What follows belongs to an exercise in optimizing a design on an open flow for small area and a short achievable clock period; a production flow would make more cautious choices. For this run, only the layout was checked, not whether the RTL still works.

**design/flow/design.v**
```verilog
`timescale 1ns/10ps
module CTE ( clk, reset, op_mode, in_en, yuv_in, rgb_in, busy, out_valid, rgb_out, yuv_out);
input   clk ;
input   reset ;
input   op_mode;
input   in_en;
output  busy;
output  out_valid;
input   [7:0]   yuv_in;
output  [23:0]  rgb_out;
input   [23:0]  rgb_in;
output  [7:0]   yuv_out;
reg [1:0] cnt;
reg busy_r, valid_r;
reg [23:0] d;
reg [18:0] np;
assign busy = busy_r;
assign out_valid = valid_r;
wire [7:0] yy = d[7:0], uu = d[23:16], vv = d[15:8];
wire [12:0] zz = np[12:0];
wire [23:0] rgb;
assign rgb_out = rgb;
wire m0_0 = ~zz[12] & (zz[11] | zz[3]);
wire m0_1 = ~zz[12] & (zz[11] | zz[4]);
wire m0_2 = ~zz[12] & (zz[11] | zz[5]);
wire m0_3 = ~zz[12] & (zz[11] | zz[6]);
wire m0_4 = ~zz[12] & (zz[11] | zz[7]);
wire m0_5 = ~zz[12] & (zz[11] | zz[8]);
wire m0_6 = ~zz[12] & (zz[11] | zz[9]);
wire m0_7 = ~zz[12] & (zz[11] | zz[10]);
wire m0_8 = ~uu[0];
wire m0_9 = ~uu[1];
wire m0_10 = ~uu[2];
wire m0_11 = ~uu[3];
wire m0_12 = ~uu[4];
wire m0_13 = ~uu[5];
wire m0_14 = ~uu[6];
wire m0_15 = ~vv[0];
wire m0_16 = ~vv[1];
wire m0_17 = ~vv[2];
wire m0_18 = ~vv[3];
wire m0_19 = ~vv[4];
wire m0_20 = ~vv[5];
wire m0_21 = ~vv[6];
wire m0_22 = ~vv[7];
wire m0_23, m0_24;
CTE_ha m0_i25 (.a(yy[0]), .b(m0_10), .s(m0_23), .co(m0_24));
wire m0_25, m0_26;
CTE_ha m0_i27 (.a(yy[1]), .b(m0_11), .s(m0_25), .co(m0_26));
wire m0_27, m0_28;
CTE_ha m0_i29 (.a(yy[2]), .b(m0_12), .s(m0_27), .co(m0_28));
wire m0_29, m0_30;
CTE_ha m0_i31 (.a(yy[3]), .b(m0_13), .s(m0_29), .co(m0_30));
wire m0_31, m0_32;
CTE_ha m0_i33 (.a(yy[4]), .b(m0_14), .s(m0_31), .co(m0_32));
wire m0_33, m0_34;
CTE_ha m0_i35 (.a(yy[5]), .b(uu[7]), .s(m0_33), .co(m0_34));
wire m0_35, m0_36;
CTE_ha m0_i37 (.a(m0_15), .b(vv[2]), .s(m0_35), .co(m0_36));
wire m0_37, m0_38;
CTE_fa m0_i39 (.a(m0_16), .b(vv[3]), .c(m0_24), .s(m0_37), .co(m0_38));
wire m0_39, m0_40;
CTE_fa m0_i41 (.a(m0_17), .b(vv[4]), .c(m0_26), .s(m0_39), .co(m0_40));
wire m0_41, m0_42;
CTE_fa m0_i43 (.a(m0_18), .b(vv[5]), .c(m0_28), .s(m0_41), .co(m0_42));
wire m0_43, m0_44;
CTE_fa m0_i45 (.a(m0_19), .b(vv[6]), .c(m0_30), .s(m0_43), .co(m0_44));
wire m0_45, m0_46;
CTE_fa m0_i47 (.a(m0_20), .b(m0_22), .c(m0_32), .s(m0_45), .co(m0_46));
wire m0_47 = ~(yy[6] ^ m0_21);
wire m0_48 = yy[6] | m0_21;
wire m0_49, m0_50;
CTE_ha m0_i51 (.a(m0_8), .b(vv[0]), .s(m0_49), .co(m0_50));
wire m0_51 = ~(m0_9 ^ vv[1]);
wire m0_52 = m0_9 | vv[1];
wire m0_53 = ~(m0_23 ^ m0_35);
wire m0_54 = m0_23 | m0_35;
wire m0_55, m0_56;
CTE_fa m0_i57 (.a(m0_36), .b(m0_25), .c(m0_37), .s(m0_55), .co(m0_56));
wire m0_57, m0_58;
CTE_fa m0_i59 (.a(m0_27), .b(m0_38), .c(m0_39), .s(m0_57), .co(m0_58));
wire m0_59, m0_60;
CTE_fa m0_i61 (.a(m0_29), .b(m0_40), .c(m0_41), .s(m0_59), .co(m0_60));
wire m0_61, m0_62;
CTE_fa m0_i63 (.a(m0_31), .b(m0_42), .c(m0_43), .s(m0_61), .co(m0_62));
wire m0_63, m0_64;
CTE_fa m0_i65 (.a(m0_33), .b(m0_44), .c(m0_45), .s(m0_63), .co(m0_64));
wire m0_65, m0_66;
CTE_fa m0_i67 (.a(m0_34), .b(m0_47), .c(m0_46), .s(m0_65), .co(m0_66));
wire m0_67, m0_68;
CTE_fa m0_i69 (.a(yy[7]), .b(vv[7]), .c(m0_48), .s(m0_67), .co(m0_68));
wire m0_69 = 1'b1 ^ m0_49;
wire m0_70 = 1'b1 & m0_49;
wire m0_71 = m0_50 ^ m0_51;
wire m0_72 = m0_50 & m0_51;
wire m0_73 = m0_52 ^ m0_53;
wire m0_74 = m0_52 & m0_53;
wire m0_75 = m0_54 ^ m0_55;
wire m0_76 = m0_54 & m0_55;
wire m0_77 = m0_56 ^ m0_57;
wire m0_78 = m0_56 & m0_57;
wire m0_79 = m0_58 ^ m0_59;
wire m0_80 = m0_58 & m0_59;
wire m0_81 = m0_60 ^ m0_61;
wire m0_82 = m0_60 & m0_61;
wire m0_83 = m0_62 ^ m0_63;
wire m0_84 = m0_62 & m0_63;
wire m0_85 = m0_64 ^ m0_65;
wire m0_86 = m0_64 & m0_65;
wire m0_87 = m0_66 ^ m0_67;
wire m0_88 = m0_66 & m0_67;
wire m0_89 = m0_68 ^ 1'b1;
wire m0_90 = m0_68 & 1'b1;
wire m0_91 = m0_72 | (m0_71 & m0_70);
wire m0_92 = m0_71 & m0_69;
wire m0_93 = m0_74 | (m0_73 & m0_72);
wire m0_94 = m0_73 & m0_71;
wire m0_95 = m0_76 | (m0_75 & m0_74);
wire m0_96 = m0_75 & m0_73;
wire m0_97 = m0_78 | (m0_77 & m0_76);
wire m0_98 = m0_77 & m0_75;
wire m0_99 = m0_80 | (m0_79 & m0_78);
wire m0_100 = m0_79 & m0_77;
wire m0_101 = m0_82 | (m0_81 & m0_80);
wire m0_102 = m0_81 & m0_79;
wire m0_103 = m0_84 | (m0_83 & m0_82);
wire m0_104 = m0_83 & m0_81;
wire m0_105 = m0_86 | (m0_85 & m0_84);
wire m0_106 = m0_85 & m0_83;
wire m0_107 = m0_88 | (m0_87 & m0_86);
wire m0_108 = m0_87 & m0_85;
wire m0_109 = m0_90 | (m0_89 & m0_88);
wire m0_110 = m0_89 & m0_87;
wire m0_111 = 1'b1 & m0_90;
wire m0_112 = 1'b1 & m0_89;
wire m0_113 = m0_93 | (m0_94 & m0_70);
wire m0_114 = m0_95 | (m0_96 & m0_91);
wire m0_115 = m0_96 & m0_92;
wire m0_116 = m0_97 | (m0_98 & m0_93);
wire m0_117 = m0_98 & m0_94;
wire m0_118 = m0_99 | (m0_100 & m0_95);
wire m0_119 = m0_100 & m0_96;
wire m0_120 = m0_101 | (m0_102 & m0_97);
wire m0_121 = m0_102 & m0_98;
wire m0_122 = m0_103 | (m0_104 & m0_99);
wire m0_123 = m0_104 & m0_100;
wire m0_124 = m0_105 | (m0_106 & m0_101);
wire m0_125 = m0_106 & m0_102;
wire m0_126 = m0_107 | (m0_108 & m0_103);
wire m0_127 = m0_108 & m0_104;
wire m0_128 = m0_109 | (m0_110 & m0_105);
wire m0_129 = m0_110 & m0_106;
wire m0_130 = m0_111 | (m0_112 & m0_107);
wire m0_131 = m0_112 & m0_108;
wire m0_132 = m0_116 | (m0_117 & m0_70);
wire m0_133 = m0_118 | (m0_119 & m0_91);
wire m0_134 = m0_120 | (m0_121 & m0_113);
wire m0_135 = m0_122 | (m0_123 & m0_114);
wire m0_136 = m0_123 & m0_115;
wire m0_137 = m0_124 | (m0_125 & m0_116);
wire m0_138 = m0_125 & m0_117;
wire m0_139 = m0_126 | (m0_127 & m0_118);
wire m0_140 = m0_127 & m0_119;
wire m0_141 = m0_128 | (m0_129 & m0_120);
wire m0_142 = m0_129 & m0_121;
wire m0_143 = m0_130 | (m0_131 & m0_122);
wire m0_144 = m0_131 & m0_123;
wire m0_145 = m0_137 | (m0_138 & m0_70);
wire m0_146 = m0_139 | (m0_140 & m0_91);
wire m0_147 = m0_141 | (m0_142 & m0_113);
wire m0_148 = m0_143 | (m0_144 & m0_114);
wire m0_149 = m0_71 ^ m0_70;
wire m0_150 = m0_73 ^ m0_91;
wire m0_151 = m0_75 ^ m0_113;
wire m0_152 = m0_77 ^ m0_114;
wire m0_153 = m0_79 ^ m0_132;
wire m0_154 = m0_81 ^ m0_133;
wire m0_155 = m0_83 ^ m0_134;
wire m0_156 = m0_85 ^ m0_135;
wire m0_157 = m0_87 ^ m0_145;
wire m0_158 = m0_89 ^ m0_146;
wire m0_159 = 1'b1 ^ m0_147;
wire m0_160 = ~m0_159 & (m0_158 | m0_150);
wire m0_161 = ~m0_159 & (m0_158 | m0_151);
wire m0_162 = ~m0_159 & (m0_158 | m0_152);
wire m0_163 = ~m0_159 & (m0_158 | m0_153);
wire m0_164 = ~m0_159 & (m0_158 | m0_154);
wire m0_165 = ~m0_159 & (m0_158 | m0_155);
wire m0_166 = ~m0_159 & (m0_158 | m0_156);
wire m0_167 = ~m0_159 & (m0_158 | m0_157);
wire m0_168 = ~uu[7];
wire m0_169 = yy[1] ^ uu[0];
wire m0_170 = yy[1] & uu[0];
wire m0_171 = yy[2] ^ uu[1];
wire m0_172 = yy[2] & uu[1];
wire m0_173 = yy[3] ^ uu[2];
wire m0_174 = yy[3] & uu[2];
wire m0_175 = yy[4] ^ uu[3];
wire m0_176 = yy[4] & uu[3];
wire m0_177 = yy[5] ^ uu[4];
wire m0_178 = yy[5] & uu[4];
wire m0_179 = yy[6] ^ uu[5];
wire m0_180 = yy[6] & uu[5];
wire m0_181 = yy[7] ^ uu[6];
wire m0_182 = yy[7] & uu[6];
wire m0_183 = m0_168 ^ 1'b1;
wire m0_184 = m0_168 & 1'b1;
wire m0_185 = m0_169 & yy[0];
wire m0_186 = m0_172 | (m0_171 & m0_170);
wire m0_187 = m0_171 & m0_169;
wire m0_188 = m0_174 | (m0_173 & m0_172);
wire m0_189 = m0_173 & m0_171;
wire m0_190 = m0_176 | (m0_175 & m0_174);
wire m0_191 = m0_175 & m0_173;
wire m0_192 = m0_178 | (m0_177 & m0_176);
wire m0_193 = m0_177 & m0_175;
wire m0_194 = m0_180 | (m0_179 & m0_178);
wire m0_195 = m0_179 & m0_177;
wire m0_196 = m0_182 | (m0_181 & m0_180);
wire m0_197 = m0_181 & m0_179;
wire m0_198 = m0_184 | (m0_183 & m0_182);
wire m0_199 = m0_183 & m0_181;
wire m0_200 = 1'b1 & m0_184;
wire m0_201 = 1'b1 & m0_183;
wire m0_202 = m0_187 & yy[0];
wire m0_203 = m0_188 | (m0_189 & m0_170);
wire m0_204 = m0_189 & m0_185;
wire m0_205 = m0_190 | (m0_191 & m0_186);
wire m0_206 = m0_191 & m0_187;
wire m0_207 = m0_192 | (m0_193 & m0_188);
wire m0_208 = m0_193 & m0_189;
wire m0_209 = m0_194 | (m0_195 & m0_190);
wire m0_210 = m0_195 & m0_191;
wire m0_211 = m0_196 | (m0_197 & m0_192);
wire m0_212 = m0_197 & m0_193;
wire m0_213 = m0_198 | (m0_199 & m0_194);
wire m0_214 = m0_199 & m0_195;
wire m0_215 = m0_200 | (m0_201 & m0_196);
wire m0_216 = m0_201 & m0_197;
wire m0_217 = m0_206 & yy[0];
wire m0_218 = m0_207 | (m0_208 & m0_170);
wire m0_219 = m0_208 & m0_185;
wire m0_220 = m0_209 | (m0_210 & m0_186);
wire m0_221 = m0_210 & m0_202;
wire m0_222 = m0_211 | (m0_212 & m0_203);
wire m0_223 = m0_212 & m0_204;
wire m0_224 = m0_213 | (m0_214 & m0_205);
wire m0_225 = m0_214 & m0_206;
wire m0_226 = m0_215 | (m0_216 & m0_207);
wire m0_227 = m0_216 & m0_208;
wire m0_228 = m0_225 & yy[0];
wire m0_229 = m0_226 | (m0_227 & m0_170);
wire m0_230 = m0_227 & m0_185;
wire m0_231 = m0_171 ^ m0_170;
wire m0_232 = m0_173 ^ m0_186;
wire m0_233 = m0_175 ^ m0_203;
wire m0_234 = m0_177 ^ m0_205;
wire m0_235 = m0_179 ^ m0_218;
wire m0_236 = m0_181 ^ m0_220;
wire m0_237 = m0_183 ^ m0_222;
wire m0_238 = 1'b1 ^ m0_224;
wire m0_239 = ~m0_238 & (m0_237 | yy[0]);
wire m0_240 = ~m0_238 & (m0_237 | m0_169);
wire m0_241 = ~m0_238 & (m0_237 | m0_231);
wire m0_242 = ~m0_238 & (m0_237 | m0_232);
wire m0_243 = ~m0_238 & (m0_237 | m0_233);
wire m0_244 = ~m0_238 & (m0_237 | m0_234);
wire m0_245 = ~m0_238 & (m0_237 | m0_235);
wire m0_246 = ~m0_238 & (m0_237 | m0_236);
assign rgb = {m0_7, m0_6, m0_5, m0_4, m0_3, m0_2, m0_1, m0_0, m0_167, m0_166, m0_165, m0_164, m0_163, m0_162, m0_161, m0_160, m0_246, m0_245, m0_244, m0_243, m0_242, m0_241, m0_240, m0_239};
wire [7:0] ir = rgb_in[23:16], ig = rgb_in[15:8], ib = rgb_in[7:0];
wire [7:0] dr = d[23:16], dg = d[15:8], db = d[7:0];
wire sz = ((cnt == 2'd3) & ~(busy_r & valid_r)) | ((cnt == 2'd0) & busy_r);
wire su = (cnt == 2'd0) & ~busy_r, sy = cnt[0] & ~sz, sv = (cnt == 2'd2);
wire [18:0] na;
wire [7:0] q;
assign yuv_out = q;
wire ea_0 = (su|sv) | (sy & db[0]) | (sz & dg[0]);
wire ea_1 = sy;
wire ea_2 = (sy & db[1]) | (sz & dg[1]);
wire ea_3 = (su & ~ib[0]) | (sy & db[2]) | (sz & dg[2]);
wire ea_4 = (su & ~ig[0]) | (sz & ~dg[0]);
wire ea_5 = (su & ir[0]) | (sy & db[3]) | (sv & dr[0]) | (sz & db[0]);
wire ea_6 = (su & ~ib[1]) | (sy & dg[0]) | (sv & ~db[0]) | (sz & dg[3]);
wire ea_7 = (su & ~ig[1]) | sy | (sz & ~dg[1]);
wire ea_8 = sz;
wire ea_9 = (su & ir[1]) | (sy & db[4]) | (sv & dr[1]) | (sz & db[1]);
wire ea_10 = (su & ~ib[2]) | (sy & dg[1]) | (sv & ~db[1]) | (sz & dg[0]);
wire ea_11 = (su & ~ig[2]) | (sy & ~dr[0]) | sv | (sz & dg[4]);
wire ea_12 = (su|sy) | (sz & ~dg[2]);
wire ea_13 = (su & ir[2]) | (sy & db[5]) | (sv & dr[2]) | (sz & db[2]);
wire ea_14 = (su & ~ib[3]) | (sy & dg[2]) | (sv & ~db[0]) | (sz & dg[1]);
wire ea_15 = (su & ~ig[3]) | (sy & ~dr[1]) | (sv & ~db[2]) | (sz & dg[5]);
wire ea_16 = (sv & ~dr[0]) | (sz & ~dg[3]);
wire ea_17 = (su & ir[3]) | (sy & db[0]) | (sv & dr[3]) | (sz & db[3]);
wire ea_18 = (su & ~ib[4]) | (sy & db[6]) | (sv & ~db[1]) | (sz & dg[2]);
wire ea_19 = (su & ~ig[4]) | (sy & dg[3]) | (sv & ~db[3]) | (sz & dg[6]);
wire ea_20 = su | (sy & ~dr[2]) | (sv & ~dg[0]) | (sz & ~dg[4]);
wire ea_21 = sy | (sv & ~dr[1]);
wire ea_22 = sv;
wire ea_23 = (su & ir[4]) | (sy & db[1]) | (sv & dr[4]) | (sz & db[4]);
wire ea_24 = (su & ~ib[0]) | (sy & db[7]) | (sv & ~db[2]) | (sz & dg[3]);
wire ea_25 = (su & ~ib[5]) | (sy & dg[4]) | (sv & ~db[4]) | (sz & ~dg[5]);
wire ea_26 = (su & ~ig[5]) | (sy & ~dr[3]) | (sv & ~dg[1]) | (sz & ~dg[7]);
wire ea_27 = (su & ~ir[0]) | (sy|sz) | (sv & ~dr[0]);
wire ea_28 = su | (sv & ~dr[2]);
wire ea_29 = sv;
wire ea_30 = (su & ir[5]) | (sy & db[2]) | (sv & dr[5]) | (sz & db[5]);
wire ea_31 = (su & ~ib[1]) | (sy & dg[5]) | (sv & ~db[3]) | (sz & dg[4]);
wire ea_32 = (su & ~ib[6]) | (sy & dr[0]) | (sv & ~db[5]) | (sz & ~dg[6]);
wire ea_33 = (su & ~ig[0]) | (sy & ~dr[4]) | (sv & ~dg[0]) | sz;
wire ea_34 = (su & ~ig[6]) | (sv & ~dg[2]);
wire ea_35 = (su & ~ir[1]) | (sv & ~dr[1]);
wire ea_36 = (sv & ~dr[3]);
wire ea_37 = (su & ib[0]) | (sy & db[3]) | (sv & dr[0]) | (sz & db[6]);
wire ea_38 = (su & ir[6]) | (sy & dg[0]) | (sv & dr[6]) | (sz & dg[5]);
wire ea_39 = (su & ~ib[2]) | (sy & dg[6]) | (sv & ~db[4]) | (sz & dg[7]);
wire ea_40 = (su & ~ib[7]) | (sy & dr[1]) | (sv & ~db[6]);
wire ea_41 = (su & ~ig[1]) | (sy & ~dr[5]) | (sv & ~dg[1]);
wire ea_42 = (su & ~ig[7]) | sy | (sv & ~dg[3]);
wire ea_43 = (su & ~ir[2]) | (sv & ~dr[2]);
wire ea_44 = (sv & ~dr[4]);
wire ea_45 = (su & ib[1]) | (sy & db[4]) | (sv & dr[1]) | (sz & db[7]);
wire ea_46 = (su & ir[7]) | (sy & dg[1]) | (sv & dr[7]) | (sz & dg[6]);
wire ea_47 = (su & ~ib[3]) | (sy & dg[7]) | (sv & ~db[5]) | sz;
wire ea_48 = (su & ~ig[2]) | (sy & dr[2]) | (sv & ~db[7]);
wire ea_49 = (su & ~ir[3]) | (sy & ~dr[6]) | (sv & ~dg[2]);
wire ea_50 = su | (sv & ~dg[4]);
wire ea_51 = (sv & ~dr[3]);
wire ea_52 = (sv & ~dr[5]);
wire ea_53 = sv;
wire ea_54 = (su & ib[2]) | (sy & db[5]) | (sv & dr[2]) | (sz & ~dg[7]);
wire ea_55 = (su & ~ib[4]) | (sy & dg[2]) | (sv & ~db[6]);
wire ea_56 = (su & ~ig[3]) | (sy & dr[3]) | (sv & ~dg[3]);
wire ea_57 = (su & ~ir[4]) | (sy & ~dr[7]) | (sv & ~dg[5]);
wire ea_58 = sy | (sv & ~dr[4]);
wire ea_59 = (sv & ~dr[6]);
wire ea_60 = (su & ib[3]) | (sy & db[6]) | (sv & dr[3]) | sz;
wire ea_61 = (su & ~ib[5]) | (sy & dg[3]) | (sv & ~db[7]);
wire ea_62 = (su & ~ig[4]) | (sy & dr[4]) | (sv & ~dg[4]);
wire ea_63 = (su & ~ir[5]) | sy | (sv & ~dg[6]);
wire ea_64 = (sv & ~dr[5]);
wire ea_65 = (sv & ~dr[7]);
wire ea_66 = (su & ib[4]) | (sy & db[7]) | (sv & dr[4]) | sz;
wire ea_67 = (su & ~ib[6]) | (sy & dg[4]) | (sv & ~dg[5]);
wire ea_68 = (su & ~ig[5]) | (sy & dr[5]) | (sv & ~dg[7]);
wire ea_69 = (su & ~ir[6]) | sy | (sv & ~dr[6]);
wire ea_70 = (su & ib[5]) | (sy & dg[5]) | (sv & dr[5]) | sz;
wire ea_71 = (su & ~ib[7]) | (sy & dr[6]) | (sv & ~dg[6]);
wire ea_72 = (su & ~ig[6]) | sy | (sv & ~dr[7]);
wire ea_73 = (su & ~ir[7]);
wire ea_74 = (su & ib[6]) | (sy & dg[6]) | (sv & dr[6]) | sz;
wire ea_75 = (su & ~ig[7]) | (sy & dr[7]) | (sv & ~dg[7]);
wire ea_76 = (su|sv);
wire ea_77 = (su & ib[7]) | (sy & dg[7]) | (sv & dr[7]) | sz;
wire ea_78 = (su|sy|sv);
wire ea_79 = (su|sv|sz);
wire ea_80 = (su|sv|sz);
wire ea_81, ea_82;
CTE_ha ea_i83 (.a(ea_28), .b(ea_29), .s(ea_81), .co(ea_82));
wire ea_83, ea_84;
CTE_fa ea_i85 (.a(ea_36), .b(ea_30), .c(ea_31), .s(ea_83), .co(ea_84));
wire ea_85, ea_86;
CTE_fa ea_i87 (.a(ea_44), .b(ea_37), .c(ea_38), .s(ea_85), .co(ea_86));
wire ea_87, ea_88;
CTE_ha ea_i89 (.a(ea_39), .b(ea_40), .s(ea_87), .co(ea_88));
wire ea_89, ea_90;
CTE_fa ea_i91 (.a(ea_50), .b(ea_51), .c(ea_52), .s(ea_89), .co(ea_90));
wire ea_91, ea_92;
CTE_fa ea_i93 (.a(ea_53), .b(ea_45), .c(ea_46), .s(ea_91), .co(ea_92));
wire ea_93, ea_94;
CTE_ha ea_i95 (.a(ea_47), .b(ea_48), .s(ea_93), .co(ea_94));
wire ea_95, ea_96;
CTE_fa ea_i97 (.a(ea_58), .b(ea_59), .c(ea_54), .s(ea_95), .co(ea_96));
wire ea_97, ea_98;
CTE_ha ea_i99 (.a(ea_55), .b(ea_56), .s(ea_97), .co(ea_98));
wire ea_99, ea_100;
CTE_fa ea_i101 (.a(ea_64), .b(ea_65), .c(ea_60), .s(ea_99), .co(ea_100));
wire ea_101, ea_102;
CTE_fa ea_i103 (.a(ea_20), .b(ea_21), .c(ea_22), .s(ea_101), .co(ea_102));
wire ea_103, ea_104;
CTE_fa ea_i105 (.a(ea_81), .b(ea_23), .c(ea_24), .s(ea_103), .co(ea_104));
wire ea_105, ea_106;
CTE_ha ea_i107 (.a(ea_25), .b(ea_26), .s(ea_105), .co(ea_106));
wire ea_107, ea_108;
CTE_fa ea_i109 (.a(ea_82), .b(ea_32), .c(ea_33), .s(ea_107), .co(ea_108));
wire ea_109, ea_110;
CTE_fa ea_i111 (.a(ea_34), .b(ea_35), .c(ea_83), .s(ea_109), .co(ea_110));
wire ea_111, ea_112;
CTE_fa ea_i113 (.a(ea_41), .b(ea_42), .c(ea_43), .s(ea_111), .co(ea_112));
wire ea_113, ea_114;
CTE_fa ea_i115 (.a(ea_84), .b(ea_85), .c(ea_87), .s(ea_113), .co(ea_114));
wire ea_115, ea_116;
CTE_fa ea_i117 (.a(ea_89), .b(ea_49), .c(ea_86), .s(ea_115), .co(ea_116));
wire ea_117, ea_118;
CTE_fa ea_i119 (.a(ea_88), .b(ea_91), .c(ea_93), .s(ea_117), .co(ea_118));
wire ea_119, ea_120;
CTE_fa ea_i121 (.a(ea_90), .b(ea_57), .c(ea_92), .s(ea_119), .co(ea_120));
wire ea_121, ea_122;
CTE_fa ea_i123 (.a(ea_94), .b(ea_95), .c(ea_97), .s(ea_121), .co(ea_122));
wire ea_123, ea_124;
CTE_fa ea_i125 (.a(ea_61), .b(ea_62), .c(ea_63), .s(ea_123), .co(ea_124));
wire ea_125, ea_126;
CTE_fa ea_i127 (.a(ea_96), .b(ea_98), .c(ea_99), .s(ea_125), .co(ea_126));
wire ea_127, ea_128;
CTE_fa ea_i129 (.a(ea_66), .b(ea_67), .c(ea_68), .s(ea_127), .co(ea_128));
wire ea_129, ea_130;
CTE_ha ea_i131 (.a(ea_69), .b(ea_100), .s(ea_129), .co(ea_130));
wire ea_131, ea_132;
CTE_fa ea_i133 (.a(ea_70), .b(ea_71), .c(ea_72), .s(ea_131), .co(ea_132));
wire ea_133, ea_134;
CTE_ha ea_i135 (.a(ea_8), .b(ea_5), .s(ea_133), .co(ea_134));
wire ea_135, ea_136;
CTE_fa ea_i137 (.a(ea_12), .b(ea_9), .c(ea_10), .s(ea_135), .co(ea_136));
wire ea_137, ea_138;
CTE_fa ea_i139 (.a(ea_16), .b(ea_13), .c(ea_14), .s(ea_137), .co(ea_138));
wire ea_139, ea_140;
CTE_fa ea_i141 (.a(ea_101), .b(ea_17), .c(ea_18), .s(ea_139), .co(ea_140));
wire ea_141, ea_142;
CTE_fa ea_i143 (.a(ea_102), .b(ea_27), .c(ea_103), .s(ea_141), .co(ea_142));
wire ea_143, ea_144;
CTE_fa ea_i145 (.a(ea_104), .b(ea_106), .c(ea_107), .s(ea_143), .co(ea_144));
wire ea_145, ea_146;
CTE_fa ea_i147 (.a(ea_108), .b(ea_111), .c(ea_110), .s(ea_145), .co(ea_146));
wire ea_147, ea_148;
CTE_fa ea_i149 (.a(ea_112), .b(ea_114), .c(ea_115), .s(ea_147), .co(ea_148));
wire ea_149, ea_150;
CTE_fa ea_i151 (.a(ea_116), .b(ea_118), .c(ea_119), .s(ea_149), .co(ea_150));
wire ea_151, ea_152;
CTE_fa ea_i153 (.a(ea_123), .b(ea_120), .c(ea_122), .s(ea_151), .co(ea_152));
wire ea_153, ea_154;
CTE_fa ea_i155 (.a(ea_124), .b(ea_127), .c(ea_126), .s(ea_153), .co(ea_154));
wire ea_155, ea_156;
CTE_fa ea_i157 (.a(ea_73), .b(ea_128), .c(ea_131), .s(ea_155), .co(ea_156));
wire ea_157, ea_158;
CTE_fa ea_i159 (.a(ea_76), .b(ea_74), .c(ea_75), .s(ea_157), .co(ea_158));
wire ea_159, ea_160;
CTE_ha ea_i161 (.a(ea_6), .b(ea_7), .s(ea_159), .co(ea_160));
wire ea_161, ea_162;
CTE_fa ea_i163 (.a(ea_11), .b(ea_134), .c(ea_135), .s(ea_161), .co(ea_162));
wire ea_163, ea_164;
CTE_fa ea_i165 (.a(ea_15), .b(ea_136), .c(ea_137), .s(ea_163), .co(ea_164));
wire ea_165, ea_166;
CTE_fa ea_i167 (.a(ea_19), .b(ea_138), .c(ea_139), .s(ea_165), .co(ea_166));
wire ea_167, ea_168;
CTE_fa ea_i169 (.a(ea_140), .b(ea_105), .c(ea_141), .s(ea_167), .co(ea_168));
wire ea_169, ea_170;
CTE_fa ea_i171 (.a(ea_142), .b(ea_109), .c(ea_143), .s(ea_169), .co(ea_170));
wire ea_171, ea_172;
CTE_fa ea_i173 (.a(ea_144), .b(ea_113), .c(ea_145), .s(ea_171), .co(ea_172));
wire ea_173, ea_174;
CTE_fa ea_i175 (.a(ea_117), .b(ea_146), .c(ea_147), .s(ea_173), .co(ea_174));
wire ea_175, ea_176;
CTE_fa ea_i177 (.a(ea_121), .b(ea_148), .c(ea_149), .s(ea_175), .co(ea_176));
wire ea_177, ea_178;
CTE_fa ea_i179 (.a(ea_125), .b(ea_150), .c(ea_151), .s(ea_177), .co(ea_178));
wire ea_179, ea_180;
CTE_fa ea_i181 (.a(ea_129), .b(ea_152), .c(ea_153), .s(ea_179), .co(ea_180));
wire ea_181, ea_182;
CTE_fa ea_i183 (.a(ea_130), .b(ea_155), .c(ea_154), .s(ea_181), .co(ea_182));
wire ea_183, ea_184;
CTE_fa ea_i185 (.a(ea_132), .b(ea_157), .c(ea_156), .s(ea_183), .co(ea_184));
wire ea_185, ea_186;
CTE_fa ea_i187 (.a(ea_78), .b(ea_77), .c(ea_158), .s(ea_185), .co(ea_186));
wire ea_187 = ea_0 ^ ea_1;
wire ea_188 = ea_0 & ea_1;
wire ea_189 = ea_3 ^ ea_4;
wire ea_190 = ea_3 & ea_4;
wire ea_191 = ea_133 ^ ea_159;
wire ea_192 = ea_133 & ea_159;
wire ea_193 = ea_160 ^ ea_161;
wire ea_194 = ea_160 & ea_161;
wire ea_195 = ea_162 ^ ea_163;
wire ea_196 = ea_162 & ea_163;
wire ea_197 = ea_164 ^ ea_165;
wire ea_198 = ea_164 & ea_165;
wire ea_199 = ea_166 ^ ea_167;
wire ea_200 = ea_166 & ea_167;
wire ea_201 = ea_168 ^ ea_169;
wire ea_202 = ea_168 & ea_169;
wire ea_203 = ea_170 ^ ea_171;
wire ea_204 = ea_170 & ea_171;
wire ea_205 = ea_172 ^ ea_173;
wire ea_206 = ea_172 & ea_173;
wire ea_207 = ea_174 ^ ea_175;
wire ea_208 = ea_174 & ea_175;
wire ea_209 = ea_176 ^ ea_177;
wire ea_210 = ea_176 & ea_177;
wire ea_211 = ea_178 ^ ea_179;
wire ea_212 = ea_178 & ea_179;
wire ea_213 = ea_180 ^ ea_181;
wire ea_214 = ea_180 & ea_181;
wire ea_215 = ea_182 ^ ea_183;
wire ea_216 = ea_182 & ea_183;
wire ea_217 = ea_184 ^ ea_185;
wire ea_218 = ea_184 & ea_185;
wire ea_219 = ea_186 ^ ea_79;
wire ea_220 = ea_186 & ea_79;
wire ea_221 = ea_2 & ea_188;
wire ea_222 = ea_2 & ea_187;
wire ea_223 = ea_189 & ea_2;
wire ea_224 = ea_192 | (ea_191 & ea_190);
wire ea_225 = ea_191 & ea_189;
wire ea_226 = ea_194 | (ea_193 & ea_192);
wire ea_227 = ea_193 & ea_191;
wire ea_228 = ea_196 | (ea_195 & ea_194);
wire ea_229 = ea_195 & ea_193;
wire ea_230 = ea_198 | (ea_197 & ea_196);
wire ea_231 = ea_197 & ea_195;
wire ea_232 = ea_200 | (ea_199 & ea_198);
wire ea_233 = ea_199 & ea_197;
wire ea_234 = ea_202 | (ea_201 & ea_200);
wire ea_235 = ea_201 & ea_199;
wire ea_236 = ea_204 | (ea_203 & ea_202);
wire ea_237 = ea_203 & ea_201;
wire ea_238 = ea_206 | (ea_205 & ea_204);
wire ea_239 = ea_205 & ea_203;
wire ea_240 = ea_208 | (ea_207 & ea_206);
wire ea_241 = ea_207 & ea_205;
wire ea_242 = ea_210 | (ea_209 & ea_208);
wire ea_243 = ea_209 & ea_207;
wire ea_244 = ea_212 | (ea_211 & ea_210);
wire ea_245 = ea_211 & ea_209;
wire ea_246 = ea_214 | (ea_213 & ea_212);
wire ea_247 = ea_213 & ea_211;
wire ea_248 = ea_216 | (ea_215 & ea_214);
wire ea_249 = ea_215 & ea_213;
wire ea_250 = ea_218 | (ea_217 & ea_216);
wire ea_251 = ea_217 & ea_215;
wire ea_252 = ea_220 | (ea_219 & ea_218);
wire ea_253 = ea_219 & ea_217;
wire ea_254 = ea_80 & ea_220;
wire ea_255 = ea_80 & ea_219;
wire ea_256 = ea_190 | (ea_223 & ea_188);
wire ea_257 = ea_223 & ea_187;
wire ea_258 = ea_224 | (ea_225 & ea_221);
wire ea_259 = ea_225 & ea_222;
wire ea_260 = ea_226 | (ea_227 & ea_190);
wire ea_261 = ea_227 & ea_223;
wire ea_262 = ea_228 | (ea_229 & ea_224);
wire ea_263 = ea_229 & ea_225;
wire ea_264 = ea_230 | (ea_231 & ea_226);
wire ea_265 = ea_231 & ea_227;
wire ea_266 = ea_232 | (ea_233 & ea_228);
wire ea_267 = ea_233 & ea_229;
wire ea_268 = ea_234 | (ea_235 & ea_230);
wire ea_269 = ea_235 & ea_231;
wire ea_270 = ea_236 | (ea_237 & ea_232);
wire ea_271 = ea_237 & ea_233;
wire ea_272 = ea_238 | (ea_239 & ea_234);
wire ea_273 = ea_239 & ea_235;
wire ea_274 = ea_240 | (ea_241 & ea_236);
wire ea_275 = ea_241 & ea_237;
wire ea_276 = ea_242 | (ea_243 & ea_238);
wire ea_277 = ea_243 & ea_239;
wire ea_278 = ea_244 | (ea_245 & ea_240);
wire ea_279 = ea_245 & ea_241;
wire ea_280 = ea_246 | (ea_247 & ea_242);
wire ea_281 = ea_247 & ea_243;
wire ea_282 = ea_248 | (ea_249 & ea_244);
wire ea_283 = ea_249 & ea_245;
wire ea_284 = ea_250 | (ea_251 & ea_246);
wire ea_285 = ea_251 & ea_247;
wire ea_286 = ea_252 | (ea_253 & ea_248);
wire ea_287 = ea_253 & ea_249;
wire ea_288 = ea_254 | (ea_255 & ea_250);
wire ea_289 = ea_255 & ea_251;
wire ea_290 = ea_260 | (ea_261 & ea_188);
wire ea_291 = ea_261 & ea_187;
wire ea_292 = ea_262 | (ea_263 & ea_221);
wire ea_293 = ea_263 & ea_222;
wire ea_294 = ea_264 | (ea_265 & ea_256);
wire ea_295 = ea_265 & ea_257;
wire ea_296 = ea_266 | (ea_267 & ea_258);
wire ea_297 = ea_267 & ea_259;
wire ea_298 = ea_268 | (ea_269 & ea_260);
wire ea_299 = ea_269 & ea_261;
wire ea_300 = ea_270 | (ea_271 & ea_262);
wire ea_301 = ea_271 & ea_263;
wire ea_302 = ea_272 | (ea_273 & ea_264);
wire ea_303 = ea_273 & ea_265;
wire ea_304 = ea_274 | (ea_275 & ea_266);
wire ea_305 = ea_275 & ea_267;
wire ea_306 = ea_276 | (ea_277 & ea_268);
wire ea_307 = ea_277 & ea_269;
wire ea_308 = ea_278 | (ea_279 & ea_270);
wire ea_309 = ea_279 & ea_271;
wire ea_310 = ea_280 | (ea_281 & ea_272);
wire ea_311 = ea_281 & ea_273;
wire ea_312 = ea_282 | (ea_283 & ea_274);
wire ea_313 = ea_283 & ea_275;
wire ea_314 = ea_284 | (ea_285 & ea_276);
wire ea_315 = ea_285 & ea_277;
wire ea_316 = ea_286 | (ea_287 & ea_278);
wire ea_317 = ea_287 & ea_279;
wire ea_318 = ea_288 | (ea_289 & ea_280);
wire ea_319 = ea_289 & ea_281;
wire ea_320 = ea_298 | (ea_299 & ea_188);
wire ea_321 = ea_299 & ea_187;
wire ea_322 = ea_300 | (ea_301 & ea_221);
wire ea_323 = ea_301 & ea_222;
wire ea_324 = ea_302 | (ea_303 & ea_256);
wire ea_325 = ea_303 & ea_257;
wire ea_326 = ea_304 | (ea_305 & ea_258);
wire ea_327 = ea_305 & ea_259;
wire ea_328 = ea_306 | (ea_307 & ea_290);
wire ea_329 = ea_307 & ea_291;
wire ea_330 = ea_308 | (ea_309 & ea_292);
wire ea_331 = ea_309 & ea_293;
wire ea_332 = ea_310 | (ea_311 & ea_294);
wire ea_333 = ea_311 & ea_295;
wire ea_334 = ea_312 | (ea_313 & ea_296);
wire ea_335 = ea_313 & ea_297;
wire ea_336 = ea_314 | (ea_315 & ea_298);
wire ea_337 = ea_315 & ea_299;
wire ea_338 = ea_316 | (ea_317 & ea_300);
wire ea_339 = ea_317 & ea_301;
wire ea_340 = ea_318 | (ea_319 & ea_302);
wire ea_341 = ea_319 & ea_303;
wire ea_342 = ea_336 | (ea_337 & ea_188);
wire ea_343 = ea_337 & ea_187;
wire ea_344 = ea_338 | (ea_339 & ea_221);
wire ea_345 = ea_339 & ea_222;
wire ea_346 = ea_340 | (ea_341 & ea_256);
wire ea_347 = ea_341 & ea_257;
wire ea_348 = ea_2 ^ ea_188;
wire ea_349 = ea_189 ^ ea_221;
wire ea_350 = ea_191 ^ ea_256;
wire ea_351 = ea_193 ^ ea_258;
wire ea_352 = ea_195 ^ ea_290;
wire ea_353 = ea_197 ^ ea_292;
wire ea_354 = ea_199 ^ ea_294;
wire ea_355 = ea_201 ^ ea_296;
wire ea_356 = ea_203 ^ ea_320;
wire ea_357 = ea_205 ^ ea_322;
wire ea_358 = ea_207 ^ ea_324;
wire ea_359 = ea_209 ^ ea_326;
wire ea_360 = ea_211 ^ ea_328;
wire ea_361 = ea_213 ^ ea_330;
wire ea_362 = ea_215 ^ ea_332;
wire ea_363 = ea_217 ^ ea_334;
wire ea_364 = ea_219 ^ ea_342;
wire ea_365 = ea_80 ^ ea_344;
assign na = {ea_365, ea_364, ea_363, ea_362, ea_361, ea_360, ea_359, ea_358, ea_357, ea_356, ea_355, ea_354, ea_353, ea_352, ea_351, ea_350, ea_349, ea_348, ea_187};
wire eb_n187 = np[0];
wire eb_n348 = np[1];
wire eb_n349 = np[2];
wire eb_n350 = np[3];
wire eb_n351 = np[4];
wire eb_n352 = np[5];
wire eb_n353 = np[6];
wire eb_n354 = np[7];
wire eb_n355 = np[8];
wire eb_n356 = np[9];
wire eb_n357 = np[10];
wire eb_n358 = np[11];
wire eb_n359 = np[12];
wire eb_n360 = np[13];
wire eb_n361 = np[14];
wire eb_n362 = np[15];
wire eb_n363 = np[16];
wire eb_n364 = np[17];
wire eb_n365 = np[18];
wire eb_0 = ~eb_n355;
wire eb_1 = ~eb_n356;
wire eb_2 = ~eb_n357;
wire eb_3 = ~eb_n358;
wire eb_4 = ~eb_n359;
wire eb_5 = ~eb_n360;
wire eb_6 = ~eb_n361;
wire eb_7 = ~eb_n362;
wire eb_8 = ~eb_n363;
wire eb_9 = ~eb_n364;
wire eb_10 = ~eb_n365;
wire eb_11, eb_12;
CTE_ha eb_i13 (.a(eb_0), .b(eb_3), .s(eb_11), .co(eb_12));
wire eb_13, eb_14;
CTE_fa eb_i15 (.a(eb_1), .b(eb_4), .c(eb_n349), .s(eb_13), .co(eb_14));
wire eb_15, eb_16;
CTE_fa eb_i17 (.a(eb_2), .b(eb_5), .c(eb_n350), .s(eb_15), .co(eb_16));
wire eb_17, eb_18;
CTE_fa eb_i19 (.a(eb_3), .b(eb_6), .c(eb_n351), .s(eb_17), .co(eb_18));
wire eb_19, eb_20;
CTE_fa eb_i21 (.a(eb_4), .b(eb_7), .c(eb_n352), .s(eb_19), .co(eb_20));
wire eb_21, eb_22;
CTE_fa eb_i23 (.a(eb_5), .b(eb_8), .c(eb_n353), .s(eb_21), .co(eb_22));
wire eb_23, eb_24;
CTE_fa eb_i25 (.a(eb_6), .b(eb_9), .c(eb_n354), .s(eb_23), .co(eb_24));
wire eb_25, eb_26;
CTE_fa eb_i27 (.a(eb_7), .b(eb_10), .c(eb_n355), .s(eb_25), .co(eb_26));
wire eb_27 = ~(eb_8 ^ eb_n356);
wire eb_28 = eb_8 | eb_n356;
wire eb_29 = ~(eb_9 ^ eb_n357);
wire eb_30 = eb_9 | eb_n357;
wire eb_31, eb_32;
CTE_ha eb_i33 (.a(eb_10), .b(eb_n358), .s(eb_31), .co(eb_32));
wire eb_33, eb_34;
CTE_ha eb_i35 (.a(eb_11), .b(eb_n348), .s(eb_33), .co(eb_34));
wire eb_35, eb_36;
CTE_fa eb_i37 (.a(eb_12), .b(eb_13), .c(eb_n351), .s(eb_35), .co(eb_36));
wire eb_37, eb_38;
CTE_fa eb_i39 (.a(eb_14), .b(eb_15), .c(eb_n352), .s(eb_37), .co(eb_38));
wire eb_39, eb_40;
CTE_fa eb_i41 (.a(eb_16), .b(eb_17), .c(eb_n353), .s(eb_39), .co(eb_40));
wire eb_41, eb_42;
CTE_fa eb_i43 (.a(eb_18), .b(eb_n354), .c(eb_19), .s(eb_41), .co(eb_42));
wire eb_43, eb_44;
CTE_fa eb_i45 (.a(eb_20), .b(eb_n355), .c(eb_21), .s(eb_43), .co(eb_44));
wire eb_45, eb_46;
CTE_fa eb_i47 (.a(eb_22), .b(eb_23), .c(eb_n356), .s(eb_45), .co(eb_46));
wire eb_47, eb_48;
CTE_fa eb_i49 (.a(eb_24), .b(eb_25), .c(eb_n357), .s(eb_47), .co(eb_48));
wire eb_49, eb_50;
CTE_fa eb_i51 (.a(eb_26), .b(eb_n358), .c(eb_27), .s(eb_49), .co(eb_50));
wire eb_51, eb_52;
CTE_fa eb_i53 (.a(eb_28), .b(eb_n359), .c(eb_29), .s(eb_51), .co(eb_52));
wire eb_53, eb_54;
CTE_fa eb_i55 (.a(eb_n360), .b(eb_30), .c(eb_31), .s(eb_53), .co(eb_54));
wire eb_55, eb_56;
CTE_fa eb_i57 (.a(eb_n359), .b(eb_n361), .c(eb_32), .s(eb_55), .co(eb_56));
wire eb_57, eb_58;
CTE_ha eb_i59 (.a(eb_n360), .b(eb_n362), .s(eb_57), .co(eb_58));
wire eb_59, eb_60;
CTE_ha eb_i61 (.a(eb_n361), .b(eb_n363), .s(eb_59), .co(eb_60));
wire eb_61, eb_62;
CTE_ha eb_i63 (.a(eb_n362), .b(eb_n364), .s(eb_61), .co(eb_62));
wire eb_63, eb_64;
CTE_ha eb_i65 (.a(eb_n363), .b(eb_n365), .s(eb_63), .co(eb_64));
wire eb_65 = eb_n350 ^ eb_33;
wire eb_66 = eb_n350 & eb_33;
wire eb_67 = eb_34 ^ eb_35;
wire eb_68 = eb_34 & eb_35;
wire eb_69 = eb_36 ^ eb_37;
wire eb_70 = eb_36 & eb_37;
wire eb_71 = eb_38 ^ eb_39;
wire eb_72 = eb_38 & eb_39;
wire eb_73 = eb_40 ^ eb_41;
wire eb_74 = eb_40 & eb_41;
wire eb_75 = eb_42 ^ eb_43;
wire eb_76 = eb_42 & eb_43;
wire eb_77 = eb_44 ^ eb_45;
wire eb_78 = eb_44 & eb_45;
wire eb_79 = eb_46 ^ eb_47;
wire eb_80 = eb_46 & eb_47;
wire eb_81 = eb_48 ^ eb_49;
wire eb_82 = eb_48 & eb_49;
wire eb_83 = eb_50 ^ eb_51;
wire eb_84 = eb_50 & eb_51;
wire eb_85 = eb_52 ^ eb_53;
wire eb_86 = eb_52 & eb_53;
wire eb_87 = eb_54 ^ eb_55;
wire eb_88 = eb_54 & eb_55;
wire eb_89 = eb_56 ^ eb_57;
wire eb_90 = eb_56 & eb_57;
wire eb_91 = eb_58 ^ eb_59;
wire eb_92 = eb_58 & eb_59;
wire eb_93 = eb_60 ^ eb_61;
wire eb_94 = eb_60 & eb_61;
wire eb_95 = eb_62 ^ eb_63;
wire eb_96 = eb_62 & eb_63;
wire eb_97 = eb_64 ^ eb_n364;
wire eb_98 = eb_64 & eb_n364;
wire eb_99 = eb_68 | (eb_67 & eb_66);
wire eb_100 = eb_67 & eb_65;
wire eb_101 = eb_70 | (eb_69 & eb_68);
wire eb_102 = eb_69 & eb_67;
wire eb_103 = eb_72 | (eb_71 & eb_70);
wire eb_104 = eb_71 & eb_69;
wire eb_105 = eb_74 | (eb_73 & eb_72);
wire eb_106 = eb_73 & eb_71;
wire eb_107 = eb_76 | (eb_75 & eb_74);
wire eb_108 = eb_75 & eb_73;
wire eb_109 = eb_78 | (eb_77 & eb_76);
wire eb_110 = eb_77 & eb_75;
wire eb_111 = eb_80 | (eb_79 & eb_78);
wire eb_112 = eb_79 & eb_77;
wire eb_113 = eb_82 | (eb_81 & eb_80);
wire eb_114 = eb_81 & eb_79;
wire eb_115 = eb_84 | (eb_83 & eb_82);
wire eb_116 = eb_83 & eb_81;
wire eb_117 = eb_86 | (eb_85 & eb_84);
wire eb_118 = eb_85 & eb_83;
wire eb_119 = eb_88 | (eb_87 & eb_86);
wire eb_120 = eb_87 & eb_85;
wire eb_121 = eb_90 | (eb_89 & eb_88);
wire eb_122 = eb_89 & eb_87;
wire eb_123 = eb_92 | (eb_91 & eb_90);
wire eb_124 = eb_91 & eb_89;
wire eb_125 = eb_94 | (eb_93 & eb_92);
wire eb_126 = eb_93 & eb_91;
wire eb_127 = eb_96 | (eb_95 & eb_94);
wire eb_128 = eb_95 & eb_93;
wire eb_129 = eb_98 | (eb_97 & eb_96);
wire eb_130 = eb_97 & eb_95;
wire eb_131 = eb_101 | (eb_102 & eb_66);
wire eb_132 = eb_102 & eb_65;
wire eb_133 = eb_103 | (eb_104 & eb_99);
wire eb_134 = eb_104 & eb_100;
wire eb_135 = eb_105 | (eb_106 & eb_101);
wire eb_136 = eb_106 & eb_102;
wire eb_137 = eb_107 | (eb_108 & eb_103);
wire eb_138 = eb_108 & eb_104;
wire eb_139 = eb_109 | (eb_110 & eb_105);
wire eb_140 = eb_110 & eb_106;
wire eb_141 = eb_111 | (eb_112 & eb_107);
wire eb_142 = eb_112 & eb_108;
wire eb_143 = eb_113 | (eb_114 & eb_109);
wire eb_144 = eb_114 & eb_110;
wire eb_145 = eb_115 | (eb_116 & eb_111);
wire eb_146 = eb_116 & eb_112;
wire eb_147 = eb_117 | (eb_118 & eb_113);
wire eb_148 = eb_118 & eb_114;
wire eb_149 = eb_119 | (eb_120 & eb_115);
wire eb_150 = eb_120 & eb_116;
wire eb_151 = eb_121 | (eb_122 & eb_117);
wire eb_152 = eb_122 & eb_118;
wire eb_153 = eb_123 | (eb_124 & eb_119);
wire eb_154 = eb_124 & eb_120;
wire eb_155 = eb_125 | (eb_126 & eb_121);
wire eb_156 = eb_126 & eb_122;
wire eb_157 = eb_127 | (eb_128 & eb_123);
wire eb_158 = eb_128 & eb_124;
wire eb_159 = eb_129 | (eb_130 & eb_125);
wire eb_160 = eb_130 & eb_126;
wire eb_161 = eb_135 | (eb_136 & eb_66);
wire eb_162 = eb_136 & eb_65;
wire eb_163 = eb_137 | (eb_138 & eb_99);
wire eb_164 = eb_138 & eb_100;
wire eb_165 = eb_139 | (eb_140 & eb_131);
wire eb_166 = eb_140 & eb_132;
wire eb_167 = eb_141 | (eb_142 & eb_133);
wire eb_168 = eb_142 & eb_134;
wire eb_169 = eb_143 | (eb_144 & eb_135);
wire eb_170 = eb_144 & eb_136;
wire eb_171 = eb_145 | (eb_146 & eb_137);
wire eb_172 = eb_146 & eb_138;
wire eb_173 = eb_147 | (eb_148 & eb_139);
wire eb_174 = eb_148 & eb_140;
wire eb_175 = eb_149 | (eb_150 & eb_141);
wire eb_176 = eb_150 & eb_142;
wire eb_177 = eb_151 | (eb_152 & eb_143);
wire eb_178 = eb_152 & eb_144;
wire eb_179 = eb_153 | (eb_154 & eb_145);
wire eb_180 = eb_154 & eb_146;
wire eb_181 = eb_155 | (eb_156 & eb_147);
wire eb_182 = eb_156 & eb_148;
wire eb_183 = eb_157 | (eb_158 & eb_149);
wire eb_184 = eb_158 & eb_150;
wire eb_185 = eb_159 | (eb_160 & eb_151);
wire eb_186 = eb_160 & eb_152;
wire eb_187 = eb_169 | (eb_170 & eb_66);
wire eb_188 = eb_170 & eb_65;
wire eb_189 = eb_171 | (eb_172 & eb_99);
wire eb_190 = eb_172 & eb_100;
wire eb_191 = eb_173 | (eb_174 & eb_131);
wire eb_192 = eb_174 & eb_132;
wire eb_193 = eb_175 | (eb_176 & eb_133);
wire eb_194 = eb_176 & eb_134;
wire eb_195 = eb_177 | (eb_178 & eb_161);
wire eb_196 = eb_178 & eb_162;
wire eb_197 = eb_179 | (eb_180 & eb_163);
wire eb_198 = eb_180 & eb_164;
wire eb_199 = eb_181 | (eb_182 & eb_165);
wire eb_200 = eb_182 & eb_166;
wire eb_201 = eb_183 | (eb_184 & eb_167);
wire eb_202 = eb_184 & eb_168;
wire eb_203 = eb_185 | (eb_186 & eb_169);
wire eb_204 = eb_186 & eb_170;
wire eb_205 = eb_203 | (eb_204 & eb_66);
wire eb_206 = eb_204 & eb_65;
wire eb_207 = eb_67 ^ eb_66;
wire eb_208 = eb_69 ^ eb_99;
wire eb_209 = eb_71 ^ eb_131;
wire eb_210 = eb_73 ^ eb_133;
wire eb_211 = eb_75 ^ eb_161;
wire eb_212 = eb_77 ^ eb_163;
wire eb_213 = eb_79 ^ eb_165;
wire eb_214 = eb_81 ^ eb_167;
wire eb_215 = eb_83 ^ eb_187;
wire eb_216 = eb_85 ^ eb_189;
wire eb_217 = eb_87 ^ eb_191;
wire eb_218 = eb_89 ^ eb_193;
wire eb_219 = eb_91 ^ eb_195;
wire eb_220 = eb_93 ^ eb_197;
wire eb_221 = eb_95 ^ eb_199;
wire eb_222 = eb_97 ^ eb_201;
assign q = {~eb_222, eb_221, eb_220, eb_219, eb_218, eb_217, eb_216, eb_215};
always @(posedge clk or posedge reset) begin
    if (reset) begin
        cnt <= 2'd0;
        busy_r <= 1'b0;
        valid_r <= 1'b0;
    end else if (op_mode) begin
        if (in_en) begin
            cnt <= cnt + 2'd1;
            busy_r <= ~cnt[0];
            valid_r <= 1'b1;
        end
    end else begin
        if (busy_r && valid_r) begin
            busy_r <= 1'b0;
            valid_r <= 1'b0;
        end else if (busy_r && cnt == 2'd0) begin
            valid_r <= 1'b1;
        end else if (busy_r) begin
            busy_r <= 1'b0;
            valid_r <= 1'b1;
        end else if (in_en) begin
            cnt <= cnt + 2'd1;
            if (cnt[1]) busy_r <= 1'b1;
            if (cnt == 2'd3) valid_r <= 1'b0;
        end
    end
end
always @(posedge clk) begin
    if (in_en || sz) np <= na;
    if (op_mode) begin
        if (in_en && !cnt[0]) d <= rgb_in;
    end else if (in_en && !busy_r) begin
        if (cnt == 2'd0) d[23:16] <= yuv_in;
        if (cnt == 2'd2) d[15:8] <= yuv_in;
        if (cnt[0]) d[7:0] <= yuv_in;
    end
end
endmodule
module CTE_fa (a, b, c, s, co);
input a, b, c; output s, co;
assign s = a ^ b ^ c;
assign co = (a & b) | (a & c) | (b & c);
endmodule
module CTE_ha (a, b, s, co);
input a, b; output s, co;
assign s = a ^ b;
assign co = a & b;
endmodule
```
**design/flow/flow/run.sh**
```bash
#!/bin/bash
# Standard layout (the standard.sh: standard synthesis and ORFS flow), with the
# port buffers made from buf_1 instead of the default delay buffer, and timing repair aiming 16.05 ns above zero slack.
set -euo pipefail
bash standard.sh "BUFFER_PORTS_ARGS=-buffer_cell sky130_fd_sc_hd__buf_1" "SETUP_SLACK_MARGIN=16.05" finish > standard_flow.log 2>&1
```
**design/flow/standard.sh**
```bash
#!/bin/bash
# synth_recipe.tcl (not shown) runs the flow's synth.tcl, then flattens the netlist and writes it again
# the make line also repeats each setting of config.mk as NAME=value (left out here)
make -C /OpenROAD-flow-scripts/flow DESIGN_CONFIG=/design/flow/config.mk WORK_HOME=/design/flow/orfs CLKGATE_MAP_FILE= SYNTH_SCRIPT=/design/flow/synth_recipe.tcl "${@:-finish}"
```
**design/flow/config.mk**
```make
export PLATFORM = sky130hd
export DESIGN_NAME = CTE
export DESIGN_NICKNAME = CTE
export VERILOG_FILES = /design/flow/design.v
export SDC_FILE = /design/flow/constraint.sdc
export NUM_CORES = 4
export LEC_CHECK = 0
export CAP_MARGIN = 20
export CORE_MARGIN = 2
export CORE_UTILIZATION = 40
export CTS_BUF_LIST = sky130_fd_sc_hd__clkbuf_8
export SLEW_MARGIN = 20
export SYNTH_HIERARCHICAL = 1
```
**design/flow/constraint.sdc**
```tcl
create_clock -name core_clock -period 25.0 [get_ports {clk}]
set_input_delay 5.0000 -clock core_clock [delete_from_list [all_inputs] [get_ports {clk}]]
set_output_delay 5.0000 -clock core_clock [all_outputs]
set_load 0.01 [all_outputs]
```
==> results.cfg <==
[outcome]
outcome = complete, no violations

[grt]
grt_pass1_wl_um = 31110
grt_pass1_vias = 6012
grt_max_degree = 44
grt_usage = 0.2148
overflow = 0
grt_antenna_before_repair = 0

[layout]
fillers = 1715
nets = 1006
final_cells = 1042
layout-drive-gt1-share = 0.07230
syn2layout_area_growth_pct = 7.649

[timing]
setup_viol = 0
max_slew.worst_pin.slew_ns = 1.033
rsz0062_at_grt = yes
skew_ns = 0.006847
drv_slew = 0
final-hold-violation-count = 0
fin_crit_sh = 0.3526
fin_crit_ns = 8.814
setup_tns_ns = 0
setup_ws_ns = 16.19
fmax_mhz = 113.5
max_slew_margin = 0.3102
holdWs_ns = 0.6159

[route]
viasPerCell = 5.771
num_vias = 6013
wirelength_um = 19460
wl_met1_um = 8606
met2_length_um = 8582
dr.first_iter.drc_count = 698
drc = 0
wl_met3_um = 1757
wl_per_cell_um = 18.67
drt_first_pass_iters = 7
detail-route-antenna-nets = 0
top_layer = met4

[clock_network]
cts_buffers = 5
clkTransAtPathRegs_ns = 0.10
clk-insertion-delay-late_ns = 0.33
cts_hold_repair.buffers = 0
cts_buffer_depth = 2
h-tree-depth = 2
cts_root_buffer = clkbuf_8
clock_sinks = 46
cts_tree = yes

[synthesis]
synthXorXnorAreaFrac = 0.04175
synth_compound_area_frac = 0.1960
synth-simple-area-share = 0.1363
synth_top_family_by_area = adder cells
synthCells = 776
synth_edf_count = 42
synth_area_um2 = 7132
ys_seq_area_frac = 0.1909
synth_fa_ha_area_frac = 0.3519
ys_seq_elements = 46
yosysWarnings = 7
ys_types = 67
synth_ff_type = edfxtp_1
async_flop_share = 0.08696
synthMuxAreaShare = 0.002982
synth_nets = 967
avgSynthCellArea_um2 = 9.191

[die]
core_area_um2 = 17360
io_pins = 70
fp.dieH_um = 137.5
die_x_um = 137.5
start_util = 0.4109
rows = 48
die-area_um2 = 18910

[min_path]
worstHoldPathType = reg2reg

[worst_setup_path]
crit_top_cell = fa_1
cp.arrival_ns = 3.81
crit_fanout = 7
critPathKind = reg2out
slowest_delay_ns = 0.47
cp-start-kind = flip-flop
required_ns = 20.00
cp_slowest_cell = fa_1
end_kind = output pin
crit_path_cell_trace = inv_1, fa_1, fa_1, ha_1, o21ai_1, nor2_1, o41a_1, a41o_1, o21a_2, o21ai_4, a21oi_1, buf_1

[placement]
pre_cts_ws_ns = 15.79
dpl.hpwl_um = 15260
place_inst = 1015
port-buffer-count = 69
gp_congestion = 0.9575

[job]
maxCapViolations = 0
==> modules after synthesis, one instance, submodules excluded <==
module	times used	flip-flops and latches	cells inside	area (um2)
CTE	1	46	678	5343
CTE_ha	23	0	1	12.51
CTE_fa	75	0	1	20.02
==> cells in the final DEF (no fill, tap or decap), drive strengths merged, types with 4 or more instances in the layout <==
cell type / count
nand3: 7
a211o: 4
a21oi: 61
inv: 59
dfrtp: 4
buf: 90
o21a: 5
o221ai: 16
a222oi: 8
o211ai: 4
fa: 76
nor3: 8
ha: 79
nand2b: 19
nor2b: 11
o21ai: 49
a21o: 10
nand2: 109
xor2: 10
clkbuf: 7
a221o: 6
nor2: 49
xnor2: 24
o2111ai: 8
edfxtp: 42
==> cell families after synthesis <==
kind of cell | Yosys count
simple gates | 219
compound gates | 202
fa+ha+maj | 155
buf+inv | 118
flops | 46
xor+xnor | 34
mux | 2
==> state kept, by name, indices dropped and copies added (netlist names) <==
name and count:
np 18, cnt 2, d 24, busy_r 1, valid_r 1
==> layout make-up <==
class                           count  area, um2  share of cell area
Antenna cell                        1      2.502           0.0003259
Clock buffer                        5      68.82            0.008963
Clock inverter                      3      18.77            0.002445
Inverter                           58      217.7             0.02836
Multi-Input combinational cell    612       5293              0.6894
Sequential cell                    46       1361              0.1773
Tap cell                          225      281.5             0.03667
Timing Repair Buffer               92      434.2             0.05655
==> worst max-delay path: cells and delay by family (launching register included) <==
| kind | cells | cell delay [ns] |
|---|---|---|
| AO/OA/AOI/OAI | 6 | 1.35 |
| adder cells (fa/ha/maj) | 3 | 1.21 |
| flip-flops | 1 | 0.44 |
| buffers and inverters | 2 | 0.40 |
| AND/OR/NAND/NOR | 1 | 0.08 |
==> metal layers <==
layer	up-vias	global-route usage
met3	54	0.05261
met5	-	0
met2	297	0.3369
met1	2873	0.2898
li1	2789	-
met4	0	0.07503
==> synthesized netlist by cell type, types with 10 or more instances <==
cell type,count,area (um2)
xor2_1,10,87.58
edfxtp_1,42,1261
nand2b_1,19,118.9
fa_1,76,1521
nor2b_1,10,62.56
a21o_1,10,75.07
buf_4,32,240.2
ha_1,79,988.5
xnor2_1,24,210.2
clkbuf_1,26,97.59
nor2_1,49,183.9
o221ai_1,16,140.1
inv_1,57,214.0
nand2_1,109,409.1
a21oi_1,61,305.3
o21ai_0,39,195.2
==> final timing paths <==
| path | slack [ns] | end | cells past startpoint | start |
|---|---|---|---|---|
| worst max-delay path | 16.19 | rgb_out[13] | 12 | d[9] |
| worst min-delay path | 0.62 | valid_r | 2 | valid_r |
| worst max register to register | 18.01 | np[15] | 21 | cnt[0] |
| worst min register to register | 0.62 | valid_r | 2 | valid_r |
| max in group asynchronous | 20.33 | busy_r | 2 | reset |
| min in group asynchronous | 4.51 | cnt[0] | 2 | reset |
==> timing repair <==
item / 4_1_cts / 5_1_grt
gates cloned: 0 / 0
gates resized for setup: 2 / 20
pin swaps: 1 / 15
endpoints found under the setup margin: 10 / 12
buffers inserted: 4 / 14
==> stage by stage <==
| stage | area (um2) | utilization |
|---|---|---|
| global placement | 7356 | 0.4238 |
| detailed placement | 7356 | 0.4238 |
| CTS | 7487 | 0.4314 |
| global route | 7675 | 0.4422 |
| floorplan | 7132 | - |
| finish | 7677 | 0.4423 |

-- afterwards: timing with drivers on the ports --
In the flow no input, the clock included, has a driving cell. The finished layout below was timed again as built, in two steps.
Step 1, drivers: a clkbuf_16 drives clk and a buf_2 each remaining input, both assumed.
Step 2 adds t to the input delays and takes it off the output delays; t is the mean of the earliest and latest rising clock arrival at the registers after step 1. Input paths then give back, and output paths get back, about the clock's delay inside the block.
Three values: ideal ports, drivers, drivers and shift; two values: the first two.
t, ns: 0.362
setup slack, ns: 16.186 / 16.152 / 15.905
worst register clock-pin slew, ns: 0.10 / 0.10
After both steps setup and hold are still met in this run. The setup slack of this run moves by -0.034 ns with the drivers and by -0.281 ns with both steps.
